Source: an optimization exercise on an open RTL-to-GDS flow (aim: small area and a short achievable clock period). Production flows keep margins and buffers that such runs may drop. RTL that was checked went through simulation tests only; none was proved equivalent to the original. The RTL of run 4 was laid out without a check of its function.

==> flow/design.v (outline; a module is shown in full before it is edited, if it fits) <==
// module fa_pair: 38 lines
// module fa_one: 30 lines
// module pa_a8: 28 lines
// module pa_a23: 86 lines
// module pa_a24: 88 lines
// module pa_a25: 92 lines
// module stage1: 6 lines
// module fm707: 156 lines
// module fm707_add: 170 lines
// module fm707_x3: 92 lines
// module fm707s: 156 lines
// module fm707s_add: 96 lines
// module fm707s_x3: 54 lines
// module stage2: 32 lines
// module mux8to1: 27 lines
// module fft: 28 lines
module fft(rst,s,x0,x1,x2,x3,x4,x5,x6,x7,real_out,img_out,clk);
  // ...
==> flow/flow/run.sh <==
#!/bin/bash
# The standard layout (standard.sh) with these changes:
#  - synthesis: the standard flow's synthesis script (synth_recipe.tcl, unchanged) runs
#    with ABC's area mapper (flow/abc_amap.script) in place of ORFS's abc_area.script, and without Yosys's extract_fa, so ABC maps the adders too. Registers are mapped before either step, so they
#    are the standard synthesis's;
#  - the timing repair steps (floorplan, CTS, global route) aim for a setup
#    slack of SETUP_SLACK_MARGIN ns; the SDC and clock period are unchanged;
#  - every input and output port gets a buf_2 as its buffer.
# Tool output: standard.log here, and ORFS's logs under orfs/logs.
set -e
W=$PWD
cat > $W/synth_own.tcl <<EOT
proc extract_fa {args} { puts "extract_fa skipped" }
proc abc {args} {
  set i [lsearch -exact \$args -script]
  if {\$i >= 0 && "abc_amap.script" ne ""} { lset args [expr {\$i + 1}] $W/flow/abc_amap.script }
  yosys abc {*}\$args
}
source $W/synth_recipe.tcl
EOT
sed -e "s|SYNTH_SCRIPT=[^ ]*|SYNTH_SCRIPT=$W/synth_own.tcl|" standard.sh > standard_own.sh
export SETUP_SLACK_MARGIN=45
export BUFFER_PORTS_ARGS="-buffer_cell sky130_fd_sc_hd__buf_2"
bash standard_own.sh > standard.log 2>&1
==> flow/flow/abc_amap.script <==
strash
balance
rewrite
refactor
balance
rewrite
rewrite -z
balance
refactor -z
rewrite -z
balance
dch
amap
topo
stime -c
buffer -c
upsize -c
dnsize -c
==> flow/standard.sh <==
#!/bin/bash
# synth_recipe.tcl (not shown) runs the flow's synth.tcl, then flattens the netlist and writes it again
# the make line also repeats each setting of config.mk as NAME=value (left out here)
make -C /OpenROAD-flow-scripts/flow DESIGN_CONFIG=/design/flow/config.mk WORK_HOME=/design/flow/orfs CLKGATE_MAP_FILE= SYNTH_SCRIPT=/design/flow/synth_recipe.tcl "${@:-finish}"
==> flow/config.mk <==
export PLATFORM = sky130hd
export DESIGN_NAME = fft
export DESIGN_NICKNAME = fft
export VERILOG_FILES = /design/flow/design.v
export SDC_FILE = /design/flow/constraint.sdc
export NUM_CORES = 8
export LEC_CHECK = 0
export ABC_AREA = 1
export CAP_MARGIN = 20
export CORE_MARGIN = 2
export CORE_UTILIZATION = 65
export PLACE_DENSITY = 0.8
export SLEW_MARGIN = 20
==> flow/constraint.sdc <==
create_clock -name core_clock -period 72.0 [get_ports {clk}]
set_input_delay 14.4000 -clock core_clock [delete_from_list [all_inputs] [get_ports {clk}]]
set_output_delay 14.4000 -clock core_clock [all_outputs]
set_load 0.01 [all_outputs]
==> notes.md, run 1 <==
- Status: complete, no violations
- RSZ-0062 raised after global routing: no
- I/O pin total: 325
- Max-cap violation count: 0
- R2R cell count: 90
- Yosys top cell area share: 0.151
- Hold bufs inserted after CTS: 0
- Cell area after layout: 59100 um^2
- GRT met2 Usage: 0.697
- Crit start category: flip-flop
- Finished Layout Cells: 10431
- Largest cell class by area: multi-input gates
- Post-Syn Area: around 53000 um^2
- Fraction of area in multi-input gates: 0.709
- Inverter count: 945
- Met1 usage: 0.614
- Setup bufs post-CTS: 7
- Synth Area in Compound Gates: 0.514
- Rows: 104
- Most common cell in the netlist: nor2_1
- Signal buffers share of area: 0.0600
- Worst EP arrival: 12520 ps
- Sequential area share after synthesis: 0.136
- ANT cells: 5
- Setup slack at placement: 43370 ps
- Worst Setup EP: img_out[29]
- Synth Instances: 9227
- Setup TNS: 0 ps
- Min Tclk post-route: ~27000 ps
- Crit path buf inv count: 6
- Most frequent cells in the layout: nor2_1, o22ai_1, nand2_1, a21oi_1, inv_1
- Least-Margin Pin Slew: ~1200 ps
- Hold_ws: between 300 and 400 ps
- Final hold vios: 0
- Signal buffers: 528
- First-pass GRT wire length: 324000 um
- Post-layout util: 0.731
- Area of the core: 80800 um^2
- RR Endpoint: qX[30]$_DFF_P_
==> run 2: changes to the inputs <==
--- a/flow/flow/run.sh
+++ b/flow/flow/run.sh
@@ -19,6 +19,6 @@
 source $W/synth_recipe.tcl
 EOT
 sed -e "s|SYNTH_SCRIPT=[^ ]*|SYNTH_SCRIPT=$W/synth_own.tcl|" standard.sh > standard_own.sh
-export SETUP_SLACK_MARGIN=45
+export SETUP_SLACK_MARGIN=44
 export BUFFER_PORTS_ARGS="-buffer_cell sky130_fd_sc_hd__buf_2"
 bash standard_own.sh > standard.log 2>&1
--- a/flow/config.mk
+++ b/flow/config.mk
@@ -8,6 +8,5 @@
 export ABC_AREA = 1
 export CAP_MARGIN = 20
 export CORE_MARGIN = 2
-export CORE_UTILIZATION = 65
-export PLACE_DENSITY = 0.8
+export CORE_UTILIZATION = 40
 export SLEW_MARGIN = 20
==> run 2 against run 1 <==
Compared with the run above:
- hold slack got worse by 7.0 ps
- clock skew rose by 6.9 ps
- setup slack better by 62 ps
- count of clock-buffer cells in the layout decreased by 2
- final cell count grew 5.8%
- critical path depth shrank 11
- die area rose by 62%
- register-to-register slack better by 160 ps
- wire length increased by 0.52%
- utilization shrank 29 points
- maximum frequency up 0.23%
- critical endpoint is now img_out[22]
- largest cell class unchanged
- highest routed layer unchanged
==> notes.md, run 2 <==
- Average cell area after synthesis: 5.76 um^2 (unchanged)
- Worst EP arrival: 12460 ps (was 12520 ps)
- Async SR Flop Fraction: 0 (unchanged)
- Worst Setup End Kind: output port (unchanged)
- DR vias: 69200 (was 74183)
- Die area: 136000 um^2 (was 84100 um^2)
- Clock tree root driver cell: clkbuf_16 (unchanged)
- Final hold vios: 0 (unchanged)
- Crit start category: flip-flop (unchanged)
- Num CTS Buffers: 40 (was 41)
- TritonCTS clock tree: built (unchanged)
- Chip Height: 369 um (was 290 um)
- Most frequent cells in the layout: nor2_1, o22ai_1, nand2_1, a21oi_1, inv_1 (unchanged)
- CTS max path bufs: 3 (unchanged)
- Most common cell in the netlist: nor2_1 (unchanged)
- Area growth from synthesis to final layout: 9.13% (was 11.1%)
- Pre-antenna DRT Iters: 6 (was 12)
- Clock latency on the worst-skew pair: 610 ps (about the same)
- Yosys warns: 5 (unchanged)
- Area of the multi-input gates: 41000 um^2 (was 41900 um^2)
- DP Wirelength: 180000 um (was 167000 um)
- Post-layout util: 0.440 (was 0.731)
- H-tree depth: 2 (unchanged)
- Register bit total from synthesis: 362 (unchanged)
- Synth area leader: o22ai_1 (unchanged)
- Area contributors post-synth: o22ai_1, dfxtp_1, nor2_1 (unchanged)
- Grt ovf: 0 (unchanged)
- Min Tclk post-route: 26860 ps (was 26920 ps)
- Syn Nets: 9488 (unchanged)
- Setup TNS: 0 ps (unchanged)
- Final count of negative-setup-slack endpoints: 0 (unchanged)
- Routed wire length: 222000 um (was 221000 um)
- Clock Sinks: 362 (unchanged)
- Wire length per cell: 20.1 um (was 21.1 um)
- Register area: 7260 um^2 (about the same)
- Clock slew at reported path FFs: 80 ps (was 70 ps)
- Top cells by instance count after synthesis: nor2_1, o22ai_1, nand2_1 (unchanged)
- Crit-path most repeated cell: nand2_1 (was nand2_2)
- Fin. max-slew vios: 0 (unchanged)
- Vias in the first global route: 58637 (was 61082)
- Sequential area share after synthesis: 0.136 (unchanged)
- Worst clock skew: 40.8 ps (was 33.8 ps)
- I/O pin total: 325 (unchanged)
- Port bufs: 324 (unchanged)
- Setup CP Type: reg -> out (unchanged)
- Initial antenna violation count: 13 (was 11)
- Fmax: 37.2 MHz (was 37.1 MHz)
- Setup slack at placement: 44010 ps (was 43370 ps)
- Initial DRC count: 7717 (was 12529)
- Hold bufs inserted after CTS: 0 (unchanged)
- Synth Flop Type: dfxtp_1 (unchanged)
- Fin crit share: 0.373 (was 0.374)
- Commonest non-fill, non-tap cell in the layout: nor2_1 (unchanged)
- Rows: 133 (was 104)
- Largest net degree at the start of global routing: 68 (was 83)
- CP peak stage delay: 420 ps (was 550 ps)
- Layout cells sized above 1: 0.100 (was 0.128)
- Least-Margin Pin Slew: 1260 ps (was 1250 ps)
- Synth Instances: 9227 (unchanged)
- Max-cap violation count: 0 (unchanged)
- EDFF count, synth: 0 (unchanged)
- Fin worst setup slack: 45140 ps (was 45080 ps)
- Area of the core: 132000 um^2 (was 80800 um^2)
- GRT Overall Usage: 0.304 (was 0.468)
- DRC viols: 0 (unchanged)
- Vias/cell: 6.27 (was 7.11)
- Layout Nets: 9505 (was 9596)
- Status: complete, no violations (unchanged)
- Starting density of the core: 0.404 (was 0.658)
- Worst-path fanout max: 53 (was 11)
- RSZ-0062 raised after global routing: no (unchanged)
- Yosys top cell area share: 0.151 (unchanged)
- Slowest cell on crit path: or4_1 (was or4_4)
- Die width: 369 um (was 290 um)
- Worst path required time: 57600 ps (about the same)
- GPL Wtd Cong: 1.06 (was 1.12)
- Post-Syn Area: 53200 um^2 (unchanged)
- Count of different cell masters after synthesis: 93 (unchanged)
- Post-DRT Antenna Nets: 0 (unchanged)
- # fillers: 14343 (was 6919)
- Hold WC Path Type: reg -> reg (unchanged)
- First-pass GRT wire length: 333000 um (was 324000 um)
- Slew margin rel.: 0.154 (was 0.163)
[run 2: cell counts after synthesis]
No cell type changed its count.
[run 2: cell type report]
class                           count  area share
Tap cell                         1755      0.0378
Timing Repair inverter              7    0.000647
Antenna cell                        4    0.000172
Multi-Input combinational cell   7453       0.706
Clock buffer                       51      0.0183
Inverter                          927      0.0607
Timing Repair Buffer              453      0.0466
Clock inverter                     23     0.00504
Sequential cell                   362       0.125
[run 2: logic make-up (layout without fill, tap and decap cells)]
| family | after synthesis | after routing | share of synthesized area |
|---|---|---|---|
| compound gates | 4280 | 4280 | 0.514 |
| buf+inv | 1413 | 1461 | 0.101 |
| flops | 362 | 362 | 0.136 |
| other cells | 0 | 4 | 0 |
| simple gates | 3172 | 3173 | 0.249 |
[run 2: timing repair]
action                     CTS  global route
gates resized for setup      1           121
pin swaps                    0            12
setup endpoints to repair    2            95
gates cloned                 1             9
buffers inserted             0            22
hold endpoints to repair     0             0
[run 2: stage by stage]
step                instance area [um^2]  hold slack, ps  instances
global route                       58000             312      11033
detailed placement                 56000             314      10923
finish                             58000             307      11035
CTS                                57400             310      10998
floorplan                          53200             310       9227
global placement                   56000             315      10923
[run 2: worst max-delay path: cells and delay by family, from the launching register on]
kind	cells	cell delay, ps
AND/OR/NAND/NOR	41	4630
flip-flops	1	400
buffers and inverters	6	1360
AO/OA/AOI/OAI	29	5420
[run 2: final timing paths]
kind / endpoint / start / cells after the start / slack (ps)
setup reg to reg: qX[30]$_DFF_P_ / qP2[63]$_DFF_P_ / 84 / 51240
hold reg to reg: rst2$_DFF_P_ / rst1$_DFF_P_ / 0 / 310
hold / removal: rst2$_DFF_P_ / rst1$_DFF_P_ / 0 / 310
setup / recovery: img_out[22] / qY[2]$_DFF_P_ / 76 / 45140
[run 2: per-layer routing]
layer	vias up	part of all wire	GRT usage
li1	34137	-	-
met1	31569	0.44	0.421
met2	3005	0.43	0.478
met3	475	0.082	0.0328
met4	14	0.046	0.123
met5	-	0.00037	0
==> run 3: changes to the inputs <==
--- a/flow/flow/run.sh
+++ b/flow/flow/run.sh
@@ -5,7 +5,7 @@
 #    are the standard synthesis's;
 #  - the timing repair steps (floorplan, CTS, global route) aim for a setup
 #    slack of SETUP_SLACK_MARGIN ns; the SDC and clock period are unchanged;
-#  - every input and output port gets a buf_2 as its buffer.
+#  - every input and output port gets a buf_1 as its buffer.
 # Tool output: standard.log here, and ORFS's logs under orfs/logs.
 set -e
 W=$PWD
@@ -20,5 +20,5 @@
 EOT
 sed -e "s|SYNTH_SCRIPT=[^ ]*|SYNTH_SCRIPT=$W/synth_own.tcl|" standard.sh > standard_own.sh
 export SETUP_SLACK_MARGIN=44
-export BUFFER_PORTS_ARGS="-buffer_cell sky130_fd_sc_hd__buf_2"
+export BUFFER_PORTS_ARGS="-buffer_cell sky130_fd_sc_hd__buf_1"
 bash standard_own.sh > standard.log 2>&1
==> run 3 against run 2 <==
Compared with the run above:
- still clean on timing, DRC and antenna
- wire length fell by 0.58%
- sequential share of layout area rose by 0.12 points
- global-route usage fell by 0.20 points
- critical path type unchanged
- highest routed layer unchanged
==> notes.md, run 3 <==
- Status: complete, no violations (unchanged)
- Crit start category: flip-flop (unchanged)
- RSZ-0062 raised after global routing: yes (was no)
- Fin crit share: 0.375 (was 0.373)
- Worst Setup End Kind: output port (unchanged)
- Worst clock skew: 34.8 ps (was 40.8 ps)
- Fin. max-slew vios: 0 (unchanged)
- Setup CP Type: reg -> out (unchanged)
- Sequential area share after synthesis: 0.136 (unchanged)
- Wire length per cell: 20.0 um (was 20.1 um)
- Clock latency on the worst-skew pair: 610 ps (about the same)
- Most common cell in the netlist: nor2_1 (unchanged)
- Yosys warns: 5 (unchanged)
- Yosys top cell area share: 0.151 (unchanged)
- I/O pin total: 325 (unchanged)
- Async SR Flop Fraction: 0 (unchanged)
- Layout cells sized above 1: 0.0637 (was 0.100)
- Setup TNS: 0 ps (unchanged)
- Chip Height: 369 um (unchanged)
- Most frequent cells in the layout: nor2_1, o22ai_1, nand2_1, a21oi_1, inv_1 (unchanged)
- Synth area leader: o22ai_1 (unchanged)
- Grt ovf: 0 (unchanged)
- Area growth from synthesis to final layout: 8.09% (was 9.13%)
- Post-Syn Area: 53200 um^2 (unchanged)
- Cell area after layout: 57500 um^2 (was 58000 um^2)
- Final hold vios: 0 (unchanged)
- Syn Nets: 9488 (unchanged)
- Average cell area after synthesis: 5.76 um^2 (unchanged)
- Commonest non-fill, non-tap cell in the layout: nor2_1 (unchanged)
- Clock slew at reported path FFs: 60 ps (was 80 ps)
- Pre-antenna DRT Iters: 9 (was 6)
- H-tree depth: 2 (unchanged)
- Worst EP arrival: 12580 ps (was 12460 ps)
- Routed wire length: 220000 um (was 222000 um)
- Max-cap violation count: 0 (unchanged)
- CP peak stage delay: 410 ps (was 420 ps)
- Starting density of the core: 0.404 (unchanged)
- Worst-path fanout max: 28 (was 53)
- Slowest cell on crit path: or4_1 (unchanged)
- GPL Wtd Cong: 1.03 (was 1.06)
- Synth Instances: 9227 (unchanged)
- Hold WC Path Type: reg -> reg (unchanged)
- EDFF count, synth: 0 (unchanged)
- Area of the core: 132000 um^2 (unchanged)
- Final count of negative-setup-slack endpoints: 0 (unchanged)
- Largest net degree at the start of global routing: 73 (was 68)
- Crit path buf inv count: 7 (was 6)
- TritonCTS clock tree: built (unchanged)
- DP Wirelength: 179000 um (was 180000 um)
- Initial DRC count: 8483 (was 7717)
- Slew margin rel.: 0.165 (was 0.154)
- Post-DRT Antenna Nets: 0 (unchanged)
- Worst path required time: 57600 ps (about the same)
- Initial antenna violation count: 8 (was 13)
- Count of different cell masters after synthesis: 93 (unchanged)
- GRT Overall Usage: 0.302 (was 0.304)
- Clock tree root driver cell: clkbuf_16 (unchanged)
- CTS max path bufs: 3 (unchanged)
- Rows: 133 (unchanged)
- Least-Margin Pin Slew: 1240 ps (was 1260 ps)
- # fillers: 14284 (was 14343)
- Hold bufs inserted after CTS: 0 (unchanged)
- Vias/cell: 6.27 (about the same)
- Post-layout util: 0.436 (was 0.440)
- Top cells by instance count after synthesis: nor2_1, o22ai_1, nand2_1 (unchanged)
- DRC viols: 0 (unchanged)
- Fmax: 37.1 MHz (was 37.2 MHz)
- Crit-path most repeated cell: nand2_1 (unchanged)
- Port bufs: 324 (unchanged)
- Area contributors post-synth: o22ai_1, dfxtp_1, nor2_1 (unchanged)
- Min Tclk post-route: 26980 ps (was 26860 ps)
- Clock Sinks: 362 (unchanged)
- Die width: 369 um (unchanged)
- Vias in the first global route: 58500 (was 58637)
- First-pass GRT wire length: 332000 um (was 333000 um)
- Die area: 136000 um^2 (unchanged)
- Largest delay contributor family on the critical path: compound AO/OA/AOI/OAI gates (unchanged)
- Synth Flop Type: dfxtp_1 (unchanged)
- Layout Nets: 9500 (was 9505)
- Register bit total from synthesis: 362 (unchanged)
- DP Area: 55600 um^2 (was 56000 um^2)
- DR vias: 69109 (was 69200)
- Num CTS Buffers: 39 (was 40)
-- run 3: changes by cell type in the layout (fill, tap and decap cells not counted), sizes merged --
cell      previous run  this run
buf                451       442
clkinvlp            20        24
clkinv              24        21
clkbuf              53        55
bufinv               4         3
inv                909       908
nor2              1723      1722
-- run 3: routing by layer --
layer	vias to the layer above	share of wire	GRT usage
li1	34101	-	-
met1	31365	0.44	0.421
met2	3188	0.42	0.470
met3	453	0.083	0.0312
met4	2	0.050	0.124
met5	-	0.000059	0
-- run 3: path summary, 6_finish.rpt --
check	start	endpoint	slack, ps	depth (start not counted)
setup reg to reg	qP2[63]$_DFF_P_	qX[30]$_DFF_P_	51760	88
setup / recovery	qY[1]$_DFF_P_	img_out[22]	45020	78
hold reg to reg	rst1$_DFF_P_	rst2$_DFF_P_	330	0
hold / removal	rst1$_DFF_P_	rst2$_DFF_P_	330	0
-- run 3: what timing repair did --
action | CTS | global route
setup endpoints to repair | 0 | 83
setup buffers | 0 | 17
gates resized for setup | 0 | 96
-- run 3: cell type report --
cell class,instances,area [um^2],area share
diodes,4,10.0,0.000174
clock buffers,51,1120,0.0195
clock inverters,18,206,0.00359
inverters,927,3520,0.0612
multi-input cells,7452,40900,0.712
flip-flops and latches,362,7260,0.126
well taps,1755,2200,0.0382
repair buffers,446,2200,0.0384
repair inverters,11,60.1,0.00104
-- run 3: kinds of logic (layout without fill, tap and decap cells) --
group | Yosys count | in the layout | share of synthesized area
buf+inv | 1413 | 1453 | 0.101
other cells | 0 | 4 | 0
compound gates | 4280 | 4280 | 0.514
simple gates | 3172 | 3172 | 0.249
flops | 362 | 362 | 0.136
-- run 3: per-stage QoR --
step	hold WS [ps]	setup slack (ps)	instances
after floorplan	310	46800	9227
after global placement	313	44500	10924
after detailed placement	318	44220	10924
after CTS	334	44000	10993
after global routing	348	43770	11022
final	333	45020	11026
==> module stage1, before the edit <==
module stage1(x0,x4,x2,x6,P,Q);
  input [31:0] x0,x4,x2,x6;
  output [64:0] P,Q;
  fa_pair u0(.a(x0), .b(x4), .rs(P[61:31]), .rd(P[30:0]), .sy(P[64]), .eff(P[63]), .sz(P[62]));
  fa_pair u1(.a(x2), .b(x6), .rs(Q[61:31]), .rd(Q[30:0]), .sy(Q[64]), .eff(Q[63]), .sz(Q[62]));
endmodule
==> module stage2, before the edit <==
module stage2(s,P1,Q1,P2,Q2,X,Y,M3);
  input [2:0] s;
  input [64:0] P1,Q1,P2,Q2;
  output [31:0] X,Y;
  output [31:0] M3;
  function [31:0] sum_of;
    input [64:0] p;
    sum_of = p[63] ? {p[64], p[30:0]} : {p[64], p[61:31]};
  endfunction
  function [31:0] diff_of;
    input [64:0] p;
    diff_of = p[63] ? {p[62], p[61:31]} : {p[62], p[30:0]};
  endfunction
  wire [30:0] mA1 = P1[63] ? P1[30:0] : P1[61:31];
  wire [30:0] mC1 = Q1[63] ? Q1[30:0] : Q1[61:31];
  wire [30:0] mD1 = Q1[63] ? Q1[61:31] : Q1[30:0];
  wire [30:0] mA2 = P2[63] ? P2[30:0] : P2[61:31];
  wire [30:0] mC2 = Q2[63] ? Q2[30:0] : Q2[61:31];
  wire [31:0] B2 = diff_of(P2), D2 = diff_of(Q2);
  wire [31:0] M1;
  fm707 m1(.a(B2), .y(M1));
  fm707s m3(.a(D2), .y(M3));
  wire odd = s[0];
  wire rho = s[1] ^ s[2];
  wire sg = odd ? rho : s[1];
  wire [31:0] ra = {odd ? P1[62] : P1[64], (odd == P1[63]) ? P1[61:31] : P1[30:0]};
  wire [31:0] rb = odd ? M1 : {Q1[64], mC1};
  wire [31:0] ia = odd ? {Q1[62], mD1} : {P2[64], mA2};
  wire [31:0] ib = odd ? M1 : {Q2[64], mC2};
  fa_one ur(.a(ra), .b({rb[31] ^ sg, rb[30:0]}), .y(X));
  fa_one ui(.a(ia), .b({ib[31] ^ sg, ib[30:0]}), .y(Y));
endmodule
==> module fft, before the edit <==
module fft(rst,s,x0,x1,x2,x3,x4,x5,x6,x7,real_out,img_out,clk);
input rst;
input [31:0] x0,x1,x2,x3,x4,x5,x6,x7;
input [2:0] s;
input clk;
output [31:0] real_out,img_out;
wire [64:0] P1,Q1,P2,Q2;
stage1 s1(.x0(x0),.x4(x4),.x2(x2),.x6(x6),.P(P1),.Q(Q1));
stage1 s2(.x0(x1),.x4(x5),.x2(x3),.x6(x7),.P(P2),.Q(Q2));
reg [64:0] qP1,qQ1,qP2,qQ2;
reg rst1, rst2;
always @(posedge clk)
begin
qP1<=P1; qQ1<=Q1; qP2<=P2; qQ2<=Q2;
rst1<=rst; rst2<=rst1;
end
wire [31:0] X,Y,M3;
stage2 st2(.s(s),.P1(qP1),.Q1(qQ1),.P2(qP2),.Q2(qQ2),.X(X),.Y(Y),.M3(M3));
wire [31:0] W = s[0] ? {M3[31] ^ ~(s[1] ^ s[2]), M3[30:0]} : Y;
reg [31:0] qX,qY,qW;
reg qM3s;
reg [2:0] qs;
always @(posedge clk)
begin
qX<=X; qY<=Y; qW<=W; qM3s<=M3[31]; qs<=s;
end
mux8to1 m1(.s(qs),.z(rst2),.X(qX),.Y(qY),.W(qW),.M3s(qM3s),.real_out(real_out),.img_out(img_out));
endmodule
==> run 4: changes to the inputs <==
--- a/flow/design.v
+++ b/flow/design.v
@@ -1,5 +1,5 @@
-module fa_pair(input [31:0] a, input [31:0] b, output [30:0] rs, output [30:0] rd,
-               output sy, output sz, output eff);
+module fa_pair_front(input [31:0] a, input [31:0] b, output [22:0] mgf, output [23:0] mla,
+               output [7:0] eg, output sy, output sz, output eff);
   wire sa = a[31], sb = b[31];
   wire [7:0] ea = a[30:23], eb = b[30:23];
   wire [22:0] fa = a[22:0], fb = b[22:0];
@@ -9,11 +9,20 @@
   wire dz = (ea == eb);
   wire [22:0] cmps; wire fgt; pa_a23 uc(.a(fa), .b(~fb), .cin(1'b0), .s(cmps), .cout(fgt));
   wire swap = d[7] | (dz & ~fgt);
-  wire [7:0] eg = swap ? eb : ea;
+  assign eg = swap ? eb : ea;
   wire [23:0] mg = {1'b1, swap ? fb : fa};
   wire [23:0] ml0 = {1'b1, swap ? fa : fb};
   wire big = (sh[7:5] != 3'd0) | (sh[4] & sh[3]);
   wire [23:0] ml = big ? 24'd0 : (ml0 >> sh[4:0]);
+  assign mgf = mg[22:0];
+  assign mla = ml;
+  assign sy = swap ? sb : sa;
+  assign sz = swap ? ~sb : sa;
+  assign eff = sa ^ sb;
+endmodule
+module fa_pair_back(input [22:0] mgf, input [23:0] mla, input [7:0] eg, output [30:0] rs, output [30:0] rd);
+  wire [23:0] mg = {1'b1, mgf};
+  wire [23:0] ml = mla;
   wire [24:0] s; wire sco;
   pa_a25 as(.a({1'b0, mg}), .b({1'b0, ml}), .cin(1'b0), .s(s), .cout(sco));
   wire [22:0] fs = s[24] ? s[23:1] : s[22:0];
@@ -30,9 +39,6 @@
   wire [23:0] dn2 = df << L;
   wire [22:0] fd = dn2[22:0];
   wire [7:0] ed = eg - {3'd0, L};
-  assign sy = swap ? sb : sa;
-  assign sz = swap ? ~sb : sa;
-  assign eff = sa ^ sb;
   assign rs = {es, fs};
   assign rd = {ed, fd};
 endmodule
@@ -362,9 +368,9 @@
 endmodule
 module stage1(x0,x4,x2,x6,P,Q);
   input [31:0] x0,x4,x2,x6;
-  output [64:0] P,Q;
-  fa_pair u0(.a(x0), .b(x4), .rs(P[61:31]), .rd(P[30:0]), .sy(P[64]), .eff(P[63]), .sz(P[62]));
-  fa_pair u1(.a(x2), .b(x6), .rs(Q[61:31]), .rd(Q[30:0]), .sy(Q[64]), .eff(Q[63]), .sz(Q[62]));
+  output [57:0] P,Q;
+  fa_pair_front u0(.a(x0), .b(x4), .mgf(P[22:0]), .mla(P[46:23]), .eg(P[54:47]), .sz(P[55]), .eff(P[56]), .sy(P[57]));
+  fa_pair_front u1(.a(x2), .b(x6), .mgf(Q[22:0]), .mla(Q[46:23]), .eg(Q[54:47]), .sz(Q[55]), .eff(Q[56]), .sy(Q[57]));
 endmodule
 module fm707(input [31:0] a, output [31:0] y);
   wire [22:0] f = a[22:0];
@@ -1090,11 +1096,20 @@
   assign s[24] = p0[24] ^ G24;
   assign cout = G25;
 endmodule
-module stage2(s,P1,Q1,P2,Q2,X,Y,M3);
+module stage2(s,R1,S1,R2,S2,X,Y,M3);
   input [2:0] s;
-  input [64:0] P1,Q1,P2,Q2;
+  input [57:0] R1,S1,R2,S2;
   output [31:0] X,Y;
   output [31:0] M3;
+  wire [64:0] P1,Q1,P2,Q2;
+  fa_pair_back n1(.mgf(R1[22:0]), .mla(R1[46:23]), .eg(R1[54:47]), .rs(P1[61:31]), .rd(P1[30:0]));
+  fa_pair_back n2(.mgf(S1[22:0]), .mla(S1[46:23]), .eg(S1[54:47]), .rs(Q1[61:31]), .rd(Q1[30:0]));
+  fa_pair_back n3(.mgf(R2[22:0]), .mla(R2[46:23]), .eg(R2[54:47]), .rs(P2[61:31]), .rd(P2[30:0]));
+  fa_pair_back n4(.mgf(S2[22:0]), .mla(S2[46:23]), .eg(S2[54:47]), .rs(Q2[61:31]), .rd(Q2[30:0]));
+  assign P1[64:62] = R1[57:55];
+  assign Q1[64:62] = S1[57:55];
+  assign P2[64:62] = R2[57:55];
+  assign Q2[64:62] = S2[57:55];
   function [31:0] sum_of;
     input [64:0] p;
     sum_of = p[63] ? {p[64], p[30:0]} : {p[64], p[61:31]};
@@ -1155,18 +1170,18 @@
 input [2:0] s;
 input clk;
 output [31:0] real_out,img_out;
-wire [64:0] P1,Q1,P2,Q2;
-stage1 s1(.x0(x0),.x4(x4),.x2(x2),.x6(x6),.P(P1),.Q(Q1));
-stage1 s2(.x0(x1),.x4(x5),.x2(x3),.x6(x7),.P(P2),.Q(Q2));
-reg [64:0] qP1,qQ1,qP2,qQ2;
+wire [57:0] R1,S1,R2,S2;
+stage1 s1(.x0(x0),.x4(x4),.x2(x2),.x6(x6),.P(R1),.Q(S1));
+stage1 s2(.x0(x1),.x4(x5),.x2(x3),.x6(x7),.P(R2),.Q(S2));
+reg [57:0] qR1,qS1,qR2,qS2;
 reg rst1, rst2;
 always @(posedge clk)
 begin
-qP1<=P1; qQ1<=Q1; qP2<=P2; qQ2<=Q2;
+qR1<=R1; qS1<=S1; qR2<=R2; qS2<=S2;
 rst1<=rst; rst2<=rst1;
 end
 wire [31:0] X,Y,M3;
-stage2 st2(.s(s),.P1(qP1),.Q1(qQ1),.P2(qP2),.Q2(qQ2),.X(X),.Y(Y),.M3(M3));
+stage2 st2(.s(s),.R1(qR1),.S1(qS1),.R2(qR2),.S2(qS2),.X(X),.Y(Y),.M3(M3));
 wire [31:0] W = s[0] ? {M3[31] ^ ~(s[1] ^ s[2]), M3[30:0]} : Y;
 reg [31:0] qX,qY,qW;
 reg qM3s;
--- a/flow/flow/run.sh
+++ b/flow/flow/run.sh
@@ -5,7 +5,7 @@
 #    are the standard synthesis's;
 #  - the timing repair steps (floorplan, CTS, global route) aim for a setup
 #    slack of SETUP_SLACK_MARGIN ns; the SDC and clock period are unchanged;
-#  - every input and output port gets a buf_1 as its buffer.
+#  - every input and output port gets a buf_2 as its buffer.
 # Tool output: standard.log here, and ORFS's logs under orfs/logs.
 set -e
 W=$PWD
@@ -20,5 +20,5 @@
 EOT
 sed -e "s|SYNTH_SCRIPT=[^ ]*|SYNTH_SCRIPT=$W/synth_own.tcl|" standard.sh > standard_own.sh
 export SETUP_SLACK_MARGIN=44
-export BUFFER_PORTS_ARGS="-buffer_cell sky130_fd_sc_hd__buf_1"
+export BUFFER_PORTS_ARGS="-buffer_cell sky130_fd_sc_hd__buf_2"
 bash standard_own.sh > standard.log 2>&1
==> run 4 against run 3 <==
Compared with the run above:
- global-route usage up 1.5 points
- utilization grew 0.21 points
- synthesized cell count grew 2.2%
- setup slack improved by 43 ps
- highest routed layer unchanged
- register-to-register slack worse by 4200 ps
- non-clock buffer count unchanged
- first-iteration DRC count increased by 2.8%
- clock skew increased by 25 ps
==> notes.md, run 4 <==
- Status: complete, no violations (unchanged)
- Top cells by instance count after synthesis: nor2_1, o22ai_1, nand2_1 (unchanged)
- Post-DRT Antenna Nets: 0 (unchanged)
- GPL Wtd Cong: 1.06 (was 1.03)
- Chip Height: 372 um (was 369 um)
- Most common cell in the netlist: nor2_1 (unchanged)
- Largest net degree at the start of global routing: 100 (was 73)
- DR vias: 70093 (was 69109)
- Setup TNS: 0 ps (unchanged)
- Area contributors post-synth: o22ai_1, dfxtp_1, nor2_1 (unchanged)
- First-pass GRT wire length: 347000 um (was 332000 um)
- DRC viols: 0 (unchanged)
- Final count of negative-setup-slack endpoints: 0 (unchanged)
- Most frequent cells in the layout: nor2_1, o22ai_1, nand2_1, inv_1, o21ai_0 (was nor2_1, o22ai_1, nand2_1, a21oi_1, inv_1)
- TritonCTS clock tree: built (unchanged)
- Grt ovf: 0 (unchanged)
- Min Tclk post-route: 26940 ps (was 26980 ps)
- Layout cells sized above 1: 0.111 (was 0.0637)
- Worst clock skew: 60.1 ps (was 34.8 ps)
- Post-Syn Area: 54100 um^2 (was 53200 um^2)
- Layout Nets: 9708 (was 9500)
- CP peak stage delay: 330 ps (was 410 ps)
- Sequential area share after synthesis: 0.124 (was 0.136)
- Synth Flop Type: dfxtp_1 (unchanged)
- Yosys top cell area share: 0.142 (was 0.151)
- DP Wirelength: 189000 um (was 179000 um)
- Slowest cell on crit path: dfxtp_1 (was or4_1)
- Hold_ws: 336 ps (was 333 ps)
- Area growth from synthesis to final layout: 8.36% (was 8.09%)
- Port bufs: 324 (unchanged)
- Worst Setup End Kind: output port (unchanged)
- Synth area leader: o22ai_1 (unchanged)
- Register area: 6690 um^2 (was 7260 um^2)
- Fmax: 37.1 MHz (about the same)
- Vias in the first global route: 59951 (was 58500)
- Initial DRC count: 8722 (was 8483)
- Hold WC Path Type: reg -> reg (unchanged)
- Average cell area after synthesis: 5.74 um^2 (was 5.76 um^2)
- Crit-path most repeated cell: nand2_1 (unchanged)
- Clock slew at reported path FFs: 60 ps (about the same)
- GRT Overall Usage: 0.317 (was 0.302)
- Count of different cell masters after synthesis: 107 (was 93)
- EDFF count, synth: 0 (unchanged)
- Pre-antenna DRT Iters: 14 (was 9)
- I/O pin total: 325 (unchanged)
- Worst-path fanout max: 49 (was 28)
- Fin. max-slew vios: 0 (unchanged)
- Finished Layout Cells: 11245 (was 11026)
- Clock tree root driver cell: clkbuf_16 (unchanged)
- Final hold vios: 0 (unchanged)
- Clock Sinks: 334 (was 362)
- Least-Margin Pin Slew: 1320 ps (was 1240 ps)
- Commonest non-fill, non-tap cell in the layout: nor2_1 (unchanged)
- # fillers: 14668 (was 14284)
- Register bit total from synthesis: 334 (was 362)
- Fin crit share: 0.374 (was 0.375)
- Num CTS Buffers: 42 (was 39)
- H-tree depth: 2 (unchanged)
- Setup CP Type: reg -> out (unchanged)
- Synth Instances: 9430 (was 9227)
- Wire length per cell: 20.7 um (was 20.0 um)
- Crit start category: flip-flop (unchanged)
- Starting density of the core: 0.404 (about the same)
- Area of the multi-input gates: 41600 um^2 (was 40900 um^2)
- Vias/cell: 6.23 (was 6.27)
- Dpl cells: 11144 (was 10924)
- Yosys warns: 5 (unchanged)
- Die width: 372 um (was 369 um)
- Routed wire length: 233000 um (was 220000 um)
- Area of the core: 134000 um^2 (was 132000 um^2)
- RSZ-0062 raised after global routing: yes (unchanged)
- Worst EP arrival: 12540 ps (was 12580 ps)
- Rows: 134 (was 133)
- Initial antenna violation count: 5 (was 8)
- Clock latency on the worst-skew pair: 660 ps (was 610 ps)
- Async SR Flop Fraction: 0 (unchanged)
- Max-cap violation count: 0 (unchanged)
- Die area: 138000 um^2 (was 136000 um^2)
- Slew margin rel.: 0.114 (was 0.165)
- CTS max path bufs: 3 (unchanged)
- Hold bufs inserted after CTS: 0 (unchanged)
- Worst path required time: 57600 ps (about the same)
- Syn Nets: 9691 (was 9488)
- ANT cells: 0 (was 4)
run 4: cell types whose count changed after synthesis, moves of 34 or more:
cell      delta
a21o_1      -39
a21oi_1    -103
a31oi_1     +51
clkbuf_1    -48
inv_1      +117
nand2_1    +137
nor2_1      -63
o221a_2     +36
o22a_1      -34
o22ai_1     -55
run 4: final timing paths:
path | startpoint | to | slack [ps] | depth (start not counted)
worst max-delay path | qW[1]$_DFF_P_ | img_out[30] | 45060 | 91
worst min-delay path | rst1$_DFF_P_ | rst2$_DFF_P_ | 340 | 0
worst max register to register | qR2[24]$_SDFF_PP0_ | qX[29]$_DFF_P_ | 47540 | 120
worst min register to register | rst1$_DFF_P_ | rst2$_DFF_P_ | 340 | 0
run 4: routing by layer:
layer | part of all wire | routed length, um | track usage
met5 | 0.000064 | 15 | 0
met4 | 0.051 | 11800 | 0.141
met3 | 0.084 | 19600 | 0.0386
met2 | 0.42 | 97100 | 0.483
met1 | 0.45 | 104000 | 0.444
run 4: timing repair:
item,in CTS,in global routing
gates resized for setup,0,81
endpoints found under the setup margin,0,46
buffers inserted,0,20
run 4: worst max-delay path: cells and delay by family (launching register included):
family / cells / cell delay (ps)
buffers and inverters: 6 / 1210
AOI/OAI and AO/OA: 36 / 5460
and+or+nand+nor: 49 / 4860
DFF: 1 / 330
run 4: stage by stage:
step / worst slack (ps) / utilization / cell area [um^2]
after global routing: 43890 / 0.438 / 58600
after global placement: 44780 / 0.424 / 56700
after floorplan: 46830 / - / 54100
final: 45060 / 0.438 / 58600
after CTS: 44050 / 0.435 / 58100
after detailed placement: 44780 / 0.424 / 56700
run 4: cells by family after synthesis:
| logic type | synth area share |
|---|---|
| xor gates and xnor gates | 0.000162 |
| AOI/OAI and AO/OA | 0.509 |
| and+or+nand+nor | 0.254 |
| buffers and inverters | 0.114 |
| DFF | 0.124 |
run 4: layout make-up:
| type | count | share of cell area |
|---|---|---|
| clock buffer | 51 | 0.0192 |
| tap | 1768 | 0.0377 |
| timing repair buffer | 446 | 0.0445 |
| timing repair inverter | 3 | 0.000299 |
| clock inverter | 23 | 0.00536 |
| multi-input combinational | 7538 | 0.709 |
| sequential | 334 | 0.114 |
| inverter | 1082 | 0.0698 |
==> module mux8to1, before the edit <==
module mux8to1(s,z,X,Y,W,M3s,real_out,img_out);
  input [2:0] s;
  input z;
  input [31:0] X,Y,W;
  input M3s;
  output [31:0] real_out,img_out;
  wire odd = s[0];
  wire [31:0] rs, is;
  fa_one ur(.a(X), .b(W), .y(rs));
  fa_one ui(.a(Y), .b({M3s, W[30:0]}), .y(is));
  reg [31:0] zr, zi;
  always @* begin
    case (s)
      3'd0: begin zr = 32'h01800000; zi = 32'h00000000; end
      3'd1: begin zr = 32'hf4800000; zi = 32'h751a7efa; end
      3'd2: begin zr = 32'hf5000000; zi = 32'h75000000; end
      3'd3: begin zr = 32'hf4800000; zi = 32'hf4800000; end
      3'd4: begin zr = 32'h01800000; zi = 32'h00000000; end
      3'd5: begin zr = 32'hf4800000; zi = 32'h74800000; end
      3'd6: begin zr = 32'hf5000000; zi = 32'hf5000000; end
      default: begin zr = 32'hf4800000; zi = 32'hf51a7efa; end
    endcase
  end
  assign real_out = z ? zr : (odd | ~s[1]) ? rs : X;
  assign img_out = z ? zi : odd ? {is[31] ^ ~s[1], is[30:0]} :
                   (~s[1] ? 32'd0 : {Y[31] ^ ~s[2], Y[30:0]});
endmodule
==> run 5: changes to the inputs <==
--- a/flow/design.v
+++ b/flow/design.v
@@ -42,7 +42,7 @@
   assign rs = {es, fs};
   assign rd = {ed, fd};
 endmodule
-module fa_one(input [31:0] a, input [31:0] b, output [31:0] y);
+module fa_one_ctl(input [31:0] a, input [31:0] b, output [6:0] c);
   wire sa = a[31], sb = b[31];
   wire [7:0] ea = a[30:23], eb = b[30:23];
   wire [22:0] fa = a[22:0], fb = b[22:0];
@@ -52,10 +52,18 @@
   wire dz = (ea == eb);
   wire [22:0] cmps; wire fgt; pa_a23 uc(.a(fa), .b(~fb), .cin(1'b0), .s(cmps), .cout(fgt));
   wire swap = d[7] | (dz & ~fgt);
+  wire big = (sh[7:5] != 3'd0) | (sh[4] & sh[3]);
+  assign c = {swap, big, sh[4:0]};
+endmodule
+module fa_one_dp(input [31:0] a, input [31:0] b, input [6:0] c, output [31:0] y);
+  wire sa = a[31], sb = b[31];
+  wire [7:0] ea = a[30:23], eb = b[30:23];
+  wire [22:0] fa = a[22:0], fb = b[22:0];
+  wire swap = c[6], big = c[5];
+  wire [7:0] sh = {3'd0, c[4:0]};
   wire [7:0] eg = swap ? eb : ea;
   wire [23:0] mg = {1'b1, swap ? fb : fa};
   wire [23:0] ml0 = {1'b1, swap ? fa : fb};
-  wire big = (sh[7:5] != 3'd0) | (sh[4] & sh[3]);
   wire [23:0] ml = big ? 24'd0 : (ml0 >> sh[4:0]);
   wire eff = sa ^ sb;
   wire [24:0] r; wire rco;
@@ -1118,35 +1126,38 @@
     input [64:0] p;
     diff_of = p[63] ? {p[62], p[61:31]} : {p[62], p[30:0]};
   endfunction
-  wire [30:0] mA1 = P1[63] ? P1[30:0] : P1[61:31];
-  wire [30:0] mC1 = Q1[63] ? Q1[30:0] : Q1[61:31];
-  wire [30:0] mD1 = Q1[63] ? Q1[61:31] : Q1[30:0];
-  wire [30:0] mA2 = P2[63] ? P2[30:0] : P2[61:31];
-  wire [30:0] mC2 = Q2[63] ? Q2[30:0] : Q2[61:31];
-  wire [31:0] B2 = diff_of(P2), D2 = diff_of(Q2);
+  wire [31:0] A1 = sum_of(P1), B1 = diff_of(P1), C1 = sum_of(Q1), D1 = diff_of(Q1);
+  wire [31:0] A2 = sum_of(P2), B2 = diff_of(P2), C2 = sum_of(Q2);
+  wire [31:0] D2 = diff_of(Q2);
   wire [31:0] M1;
   fm707 m1(.a(B2), .y(M1));
   fm707s m3(.a(D2), .y(M3));
+  wire [6:0] c_re, c_ro, c_ie, c_io;
+  fa_one_ctl fre(.a(A1), .b(C1), .c(c_re));
+  fa_one_ctl fro(.a(B1), .b(M1), .c(c_ro));
+  fa_one_ctl fie(.a(A2), .b(C2), .c(c_ie));
+  fa_one_ctl fio(.a(D1), .b(M1), .c(c_io));
   wire odd = s[0];
   wire rho = s[1] ^ s[2];
   wire sg = odd ? rho : s[1];
-  wire [31:0] ra = {odd ? P1[62] : P1[64], (odd == P1[63]) ? P1[61:31] : P1[30:0]};
-  wire [31:0] rb = odd ? M1 : {Q1[64], mC1};
-  wire [31:0] ia = odd ? {Q1[62], mD1} : {P2[64], mA2};
-  wire [31:0] ib = odd ? M1 : {Q2[64], mC2};
-  fa_one ur(.a(ra), .b({rb[31] ^ sg, rb[30:0]}), .y(X));
-  fa_one ui(.a(ia), .b({ib[31] ^ sg, ib[30:0]}), .y(Y));
+  wire [31:0] ra = odd ? B1 : A1;
+  wire [31:0] rb = odd ? M1 : C1;
+  wire [31:0] ia = odd ? D1 : A2;
+  wire [31:0] ib = odd ? M1 : C2;
+  fa_one_dp ur(.a(ra), .b({rb[31] ^ sg, rb[30:0]}), .c(odd ? c_ro : c_re), .y(X));
+  fa_one_dp ui(.a(ia), .b({ib[31] ^ sg, ib[30:0]}), .c(odd ? c_io : c_ie), .y(Y));
 endmodule
-module mux8to1(s,z,X,Y,W,M3s,real_out,img_out);
+module mux8to1(s,z,X,Y,W,M3s,cR,cI,real_out,img_out);
   input [2:0] s;
   input z;
   input [31:0] X,Y,W;
   input M3s;
+  input [6:0] cR,cI;
   output [31:0] real_out,img_out;
   wire odd = s[0];
   wire [31:0] rs, is;
-  fa_one ur(.a(X), .b(W), .y(rs));
-  fa_one ui(.a(Y), .b({M3s, W[30:0]}), .y(is));
+  fa_one_dp ur(.a(X), .b(W), .c(cR), .y(rs));
+  fa_one_dp ui(.a(Y), .b({M3s, W[30:0]}), .c(cI), .y(is));
   reg [31:0] zr, zi;
   always @* begin
     case (s)
@@ -1183,12 +1194,16 @@
 wire [31:0] X,Y,M3;
 stage2 st2(.s(s),.R1(qR1),.S1(qS1),.R2(qR2),.S2(qS2),.X(X),.Y(Y),.M3(M3));
 wire [31:0] W = s[0] ? {M3[31] ^ ~(s[1] ^ s[2]), M3[30:0]} : Y;
+wire [6:0] cR, cI;
+fa_one_ctl kr(.a(X), .b(W), .c(cR));
+fa_one_ctl ki(.a(Y), .b(W), .c(cI));
 reg [31:0] qX,qY,qW;
+reg [6:0] qcR,qcI;
 reg qM3s;
 reg [2:0] qs;
 always @(posedge clk)
 begin
-qX<=X; qY<=Y; qW<=W; qM3s<=M3[31]; qs<=s;
+qX<=X; qY<=Y; qW<=W; qM3s<=M3[31]; qs<=s; qcR<=cR; qcI<=cI;
 end
-mux8to1 m1(.s(qs),.z(rst2),.X(qX),.Y(qY),.W(qW),.M3s(qM3s),.real_out(real_out),.img_out(img_out));
+mux8to1 m1(.s(qs),.z(rst2),.X(qX),.Y(qY),.W(qW),.M3s(qM3s),.cR(qcR),.cI(qcI),.real_out(real_out),.img_out(img_out));
 endmodule
--- a/flow/flow/run.sh
+++ b/flow/flow/run.sh
@@ -19,6 +19,6 @@
 source $W/synth_recipe.tcl
 EOT
 sed -e "s|SYNTH_SCRIPT=[^ ]*|SYNTH_SCRIPT=$W/synth_own.tcl|" standard.sh > standard_own.sh
-export SETUP_SLACK_MARGIN=44
+export SETUP_SLACK_MARGIN=46
 export BUFFER_PORTS_ARGS="-buffer_cell sky130_fd_sc_hd__buf_2"
 bash standard_own.sh > standard.log 2>&1
==> run 5 against run 4 <==
Compared with the run above:
- register-to-register slack improved by 390 ps
- via count increased by 4.6%
- design area up 4.1%
- setup slack improved by 2000 ps
- critical endpoint is now real_out[30]
==> notes.md, run 5 <==
- Status: complete, no violations (unchanged)
- Die area: 143000 um^2 (was 138000 um^2)
- GPL Wtd Cong: 1.06 (about the same)
- # fillers: 15168 (was 14668)
- RSZ-0062 raised after global routing: yes (unchanged)
- Chip Height: 378 um (was 372 um)
- Commonest non-fill, non-tap cell in the layout: nor2_1 (unchanged)
- Hold WC Path Type: reg -> reg (unchanged)
- Vias in the first global route: 63595 (was 59951)
- Hold_ws: 333 ps (was 336 ps)
- DP Wirelength: 200000 um (was 189000 um)
- Synth Flop Type: dfxtp_1 (unchanged)
- EDFF count, synth: 0 (unchanged)
- Final count of negative-setup-slack endpoints: 0 (unchanged)
- Average cell area after synthesis: 5.72 um^2 (was 5.74 um^2)
- Area contributors post-synth: o22ai_1, dfxtp_1, nor2_1 (unchanged)
- Min Tclk post-route: 24980 ps (was 26940 ps)
- Register bit total from synthesis: 348 (was 334)
- CP peak stage delay: 570 ps (was 330 ps)
- Worst-path fanout max: 26 (was 49)
- Fin crit share: 0.347 (was 0.374)
- Most frequent cells in the layout: nor2_1, o22ai_1, inv_1, nand2_1, o21ai_0 (was nor2_1, o22ai_1, nand2_1, inv_1, o21ai_0)
- Synth Instances: 9780 (was 9430)
- Wire length per cell: 20.9 um (was 20.7 um)
- Setup CP Type: reg -> out (unchanged)
- Area growth from synthesis to final layout: 9.08% (was 8.36%)
- First-pass GRT wire length: 363000 um (was 347000 um)
- Starting density of the core: 0.402 (was 0.404)
- Fmax: 40.0 MHz (was 37.1 MHz)
- Port bufs: 324 (unchanged)
- Layout Nets: 10051 (was 9708)
- Max-cap violation count: 0 (unchanged)
- Slew margin rel.: 0.155 (was 0.114)
- Top cells by instance count after synthesis: nor2_1, o22ai_1, inv_1 (was nor2_1, o22ai_1, nand2_1)
- I/O pin total: 325 (unchanged)
- CTS max path bufs: 3 (unchanged)
- TritonCTS clock tree: built (unchanged)
- Async SR Flop Fraction: 0 (unchanged)
- Clock Sinks: 348 (was 334)
- Worst clock skew: 35.9 ps (was 60.1 ps)
- Vias/cell: 6.26 (was 6.23)
- Clock slew at reported path FFs: 70 ps (was 60 ps)
- Num CTS Buffers: 43 (was 42)
- Post-DRT Antenna Nets: 0 (unchanged)
- Register area: 6980 um^2 (was 6690 um^2)
- Area of the multi-input gates: 43200 um^2 (was 41600 um^2)
- Post-Syn Area: 56000 um^2 (was 54100 um^2)
- Pre-antenna DRT Iters: 8 (was 14)
- Clock latency on the worst-skew pair: 630 ps (was 660 ps)
- Largest delay contributor family on the critical path: compound AO/OA/AOI/OAI gates (unchanged)
- Count of different cell masters after synthesis: 105 (was 107)
- Die width: 378 um (was 372 um)
- Yosys top cell area share: 0.159 (was 0.142)
- Crit path buf inv count: 6 (unchanged)
- Most common cell in the netlist: nor2_1 (unchanged)
- Least-Margin Pin Slew: 1250 ps (was 1320 ps)
- Worst Setup End Kind: output port (unchanged)
- Final hold vios: 0 (unchanged)
- Largest net degree at the start of global routing: 87 (was 100)
- H-tree depth: 2 (unchanged)
- DR vias: 73315 (was 70093)
- Yosys warns: 5 (unchanged)
- Rows: 137 (was 134)
- Fin. max-slew vios: 0 (unchanged)
- Sequential area share after synthesis: 0.124 (about the same)
- Setup TNS: 0 ps (unchanged)
- Initial antenna violation count: 12 (was 5)
- Initial DRC count: 7889 (was 8722)
- Area of the core: 139000 um^2 (was 134000 um^2)
- Layout cells sized above 1: 0.0908 (was 0.111)
- GRT Overall Usage: 0.321 (was 0.317)
- Clock tree root driver cell: clkbuf_16 (unchanged)
- Syn Nets: 10041 (was 9691)
- Slowest cell on crit path: or4_1 (was dfxtp_1)
- Worst path required time: 57600 ps (about the same)
- Routed wire length: 245000 um (was 233000 um)
- Worst EP arrival: 10580 ps (was 12540 ps)
- Grt ovf: 0 (unchanged)
- Crit-path most repeated cell: nand2_1 (unchanged)
- DRC viols: 0 (unchanged)
- Synth area leader: o22ai_1 (unchanged)
- Crit start category: flip-flop (unchanged)
[run 5: final cells by class]
type / count / share of cell area
multi-input combinational: 7812 / 0.708
sequential: 348 / 0.114
inverter: 1132 / 0.0705
timing repair buffer: 448 / 0.0437
tap: 1876 / 0.0384
clock buffer: 47 / 0.0182
clock inverter: 30 / 0.00623
timing repair inverter: 5 / 0.000410
antenna: 9 / 0.000369
[run 5: cell families after synthesis]
logic type	synth area share
AOI/OAI and AO/OA	0.522
DFF	0.124
and+or+nand+nor	0.241
xor gates and xnor gates	0.00110
buffers and inverters	0.111
[run 5: layer usage]
| metal | share of wire | up-vias | GRT usage |
|---|---|---|---|
| met5 | 0.00014 | - | 0 |
| met2 | 0.44 | 3360 | 0.525 |
| met1 | 0.42 | 33198 | 0.418 |
| met4 | 0.051 | 6 | 0.141 |
| met3 | 0.080 | 606 | 0.0438 |
| li1 | - | 36145 | - |
[run 5: path summary, 6_finish.rpt]
check / from / endpoint / slack (ps) / cells past startpoint
worst max-delay path: qcR[6]$_DFF_P_ / real_out[30] / 47020 / 72
worst min-delay path: rst1$_DFF_P_ / rst2$_DFF_P_ / 330 / 0
worst max register to register: qR2[1]$_DFF_P_ / qcR[6]$_DFF_P_ / 47930 / 123
worst min register to register: rst1$_DFF_P_ / rst2$_DFF_P_ / 330 / 0
[run 5: timing repair]
item                       4_1_cts  5_1_grt
buffers inserted                 0       25
gates resized for setup          2      117
setup endpoints to repair        1       69
hold buffers                     0        0
cloned                           0       13
pin swaps                        0       10
[run 5: through the flow]
stage | cells | utilization | setup slack (ps) | area (um^2)
6_report | 11707 | 0.439 | 47020 | 61100
5_1_grt | 11705 | 0.439 | 45870 | 61100
4_1_cts | 11659 | 0.433 | 46130 | 60300
3_5_place_dp | 11582 | 0.423 | 45620 | 58800
3_3_place_gp | 11582 | 0.423 | 45720 | 58800
2_1_floorplan | 9780 | - | 48640 | 56000
==> run 6: changes to the inputs <==
--- a/flow/flow/run.sh
+++ b/flow/flow/run.sh
@@ -19,6 +19,6 @@
 source $W/synth_recipe.tcl
 EOT
 sed -e "s|SYNTH_SCRIPT=[^ ]*|SYNTH_SCRIPT=$W/synth_own.tcl|" standard.sh > standard_own.sh
-export SETUP_SLACK_MARGIN=46
+export SETUP_SLACK_MARGIN=45
 export BUFFER_PORTS_ARGS="-buffer_cell sky130_fd_sc_hd__buf_2"
 bash standard_own.sh > standard.log 2>&1
==> run 6 against run 5 <==
Compared with the run above:
- still clean on timing, DRC and antenna
- register-to-register slack lost 800 ps
- wire length shrank 0.55%
- global-route usage is the same
- utilization shrank 0.41 points
- die area is the same
- synthesized cell count is the same
- setup slack lost 840 ps
- sequential share of layout area grew 0.094 points
- critical endpoint is now qcR[5]$_DFF_P_
- largest cell class unchanged
==> notes.md, run 6 <==
- Status: complete, no violations (unchanged)
- Area contributors post-synth: o22ai_1, dfxtp_1, nor2_1 (unchanged)
- DRC viols: 0 (unchanged)
- Post-DRT Antenna Nets: 0 (unchanged)
- DP Area: 58800 um^2 (unchanged)
- Hold Path Sink: rst2$_DFF_P_ (unchanged)
- Max-cap violation count: 0 (unchanged)
- Clock slew at reported path FFs: 70 ps (about the same)
- Crit-path most repeated cell: nand2_1 (unchanged)
- Layout cells sized above 1: 0.0834 (was 0.0908)
- Synth Instances: 9780 (unchanged)
- RSZ-0062 raised after global routing: yes (unchanged)
- TritonCTS clock tree: built (unchanged)
- Average cell area after synthesis: 5.72 um^2 (unchanged)
- Count of different cell masters after synthesis: 105 (unchanged)
- Rows: 137 (unchanged)
- Clock Sinks: 348 (unchanged)
- Fin. max-slew vios: 0 (unchanged)
- Initial antenna violation count: 12 (unchanged)
- Worst EP arrival: 26320 ps (was 10580 ps)
- CTS max path bufs: 3 (unchanged)
- Clock latency on the worst-skew pair: 630 ps (about the same)
- H-tree depth: 2 (unchanged)
- Num CTS Buffers: 43 (unchanged)
- Worst clock skew: 37.7 ps (was 35.9 ps)
- Port bufs: 324 (unchanged)
- Hold_ws: 332 ps (was 333 ps)
- Grt ovf: 0 (unchanged)
- First-pass GRT wire length: 363000 um (unchanged)
- Hold bufs inserted after CTS: 0 (unchanged)
- EDFF count, synth: 0 (unchanged)
- Top cells by instance count after synthesis: nor2_1, o22ai_1, inv_1 (unchanged)
- Fin crit share: 0.359 (was 0.347)
- R2R Setup Slk: 47130 ps (was 47930 ps)
- Hold path start: rst1$_DFF_P_ (unchanged)
- Final count of negative-setup-slack endpoints: 0 (unchanged)
- R2R cell count: 126 (was 123)
- Commonest non-fill, non-tap cell in the layout: nor2_1 (unchanged)
- Area of the core: 139000 um^2 (unchanged)
- Yosys top cell area share: 0.159 (unchanged)
- Die width: 378 um (unchanged)
- Fmax: 38.7 MHz (was 40.0 MHz)
- Hold path depth: 0 (unchanged)
- Least-Margin Pin Slew: 1240 ps (was 1250 ps)
- Routed wire length: 243000 um (was 245000 um)
- Pre-antenna DRT Iters: 19 (was 8)
- Post-layout util: 0.435 (was 0.439)
- Setup TNS: 0 ps (unchanged)
- I/O pin total: 325 (unchanged)
- Slew margin rel.: 0.161 (was 0.155)
- Post-Syn Area: 56000 um^2 (unchanged)
- Register bit total from synthesis: 348 (unchanged)
- Syn Nets: 10041 (unchanged)
- Area growth from synthesis to final layout: 8.06% (was 9.08%)
- R2R Path Start: qR2[1]$_DFF_P_ (unchanged)
- Synth area leader: o22ai_1 (unchanged)
- Yosys warns: 5 (unchanged)
- GPL Wtd Cong: 1.06 (unchanged)
- Largest net degree at the start of global routing: 87 (unchanged)
- Most common cell in the netlist: nor2_1 (unchanged)
- Synth Flop Type: dfxtp_1 (unchanged)
- Async SR Flop Fraction: 0 (unchanged)
- CP peak stage delay: 750 ps (was 570 ps)
- Die area: 143000 um^2 (unchanged)
- RR Endpoint: qcR[5]$_DFF_P_ (was qcR[6]$_DFF_P_)
- DP Wirelength: 200000 um (unchanged)
- Initial DRC count: 7775 (was 7889)
- Vias/cell: 6.26 (about the same)
- Starting density of the core: 0.402 (unchanged)
- Chip Height: 378 um (unchanged)
- Sequential area share after synthesis: 0.124 (unchanged)
- Min Tclk post-route: 25820 ps (was 24980 ps)
- Cell area after layout: 60500 um^2 (was 61100 um^2)
- Crit start category: input pin (was flip-flop)
- Hold WC Path Type: reg -> reg (unchanged)
- DR vias: 73162 (was 73315)
- Layout Nets: 10021 (was 10051)
- Most frequent cells in the layout: nor2_1, o22ai_1, inv_1, nand2_1, o21ai_0 (unchanged)
- Clock tree root driver cell: clkbuf_16 (unchanged)
- Vias in the first global route: 63595 (unchanged)
- GRT Overall Usage: 0.321 (unchanged)
- Worst Setup End Kind: flip-flop (was output port)
- Wire length per cell: 20.8 um (was 20.9 um)
- Final hold vios: 0 (unchanged)
- Worst-path fanout max: 86 (was 26)
- Slowest cell on crit path: clkinv_2 (was or4_1)
- Setup CP Type: in -> reg (was reg -> out)
- Worst path required time: 72490 ps (was 57600 ps)
run 6: cell counts after synthesis:
Identical to the previous run, type by type.
run 6: worst max-delay path, delay by kind of cell:
family	cells	cell delay, ps
buffers and inverters	9	2990
AO/OA/AOI/OAI	27	5940
AND/OR/NAND/NOR	17	2870
run 6: layout make-up:
cell class,count,area [um^2]
Clock inverter,30,380
Sequential cell,348,6970
Clock buffer,47,1110
Inverter,1132,4270
Tap cell,1876,2350
Timing Repair inverter,1,5.00
Antenna cell,10,25.0
Multi-Input combinational cell,7811,43000
Fill cell,15217,78700
Timing Repair Buffer,423,2410
run 6: timing repair:
| action | 4_1_cts | 5_1_grt |
|---|---|---|
| hold endpoints to repair | 0 | 0 |
| setup buffers | 0 | 3 |
| resized for setup | 0 | 24 |
| endpoints found under the setup margin | 0 | 19 |
run 6: per-stage QoR:
stage	setup WS, ps	cells
after floorplan	48640	9780
after global placement	45720	11582
after detailed placement	45620	11582
after CTS	45980	11659
after global routing	44860	11675
final	46180	11678
run 6: worst max path at each step:
stage                         from             end  slack [ps]  depth (start not counted)
finish                        s[0]  qcR[5]$_DFF_P_       46180                         53
floorplan           qcI[6]$_DFF_P_     img_out[29]       48640                         68
detailed placement            s[0]  qcR[5]$_DFF_P_       45620                         53
global route        qR2[1]$_DFF_P_  qcR[5]$_DFF_P_       44860                        126
CTS                 qcR[1]$_DFF_P_    real_out[30]       45980                         68
global placement              s[0]  qcR[5]$_DFF_P_       45720                         53
run 6: cell families after synthesis:
group / after synthesis / synth area share
AOI/OAI and AO/OA: 4540 / 0.522
xor gates and xnor gates: 7 / 0.00110
buffers and inverters: 1625 / 0.111
DFF: 348 / 0.124
and+or+nand+nor: 3260 / 0.241
run 6: metal layers:
metal | share of wire | vias up | GRT usage
li1 | - | 36093 | -
met1 | 0.42 | 33214 | 0.418
met2 | 0.45 | 3278 | 0.525
met3 | 0.080 | 571 | 0.0438
met4 | 0.050 | 6 | 0.141
met5 | 0.00026 | - | 0

==> port drivers added, routing unchanged <==
Ports are ideal in the flow. The routed layouts listed here were re-timed in OpenROAD.
Step 1 sets driving cells, clkbuf_16 on the clock port and buf_2 on the other inputs (assumed; they add their load-dependent delay and slew).
Step 2 times the ports against the registers' clock, not the clock port: input delays grow and output delays shrink by t, the midpoint of the rising clock arrivals with the driver on.
Slacks: no drivers / after step 1 / after step 2; pairs: no drivers / after step 1.
run | t (ns) | setup slack, ns | latest minus earliest clock arrival (ns) | worst register clock-pin slew, ns | worst data-port slew with drivers (ns)
run 1 | 0.664 | 45.080 / 45.006 / 45.035 | 0.038 / 0.038 | 0.08 / 0.08 | 0.07
run 2 | 0.661 | 45.142 / 45.068 / 44.575 | 0.043 / 0.043 | 0.08 / 0.08 | 0.14
run 3 | 0.663 | 45.019 / 44.947 / 44.622 | 0.035 / 0.035 | 0.07 / 0.07 | 0.15
run 4 | 0.707 | 45.062 / 44.986 / 44.729 | 0.060 / 0.060 | 0.07 / 0.07 | 0.13
run 5 | 0.700 | 47.018 / 46.932 / 46.450 | 0.036 / 0.035 | 0.08 / 0.08 | 0.11
run 6 | 0.697 | 46.175 / 46.153 / 45.456 | 0.038 / 0.038 | 0.07 / 0.07 | 0.10
After both steps every run listed still meets setup and hold. The setup slack of run 6, which loses most, moves by -0.022 ns with the drivers and by -0.719 ns with both steps.
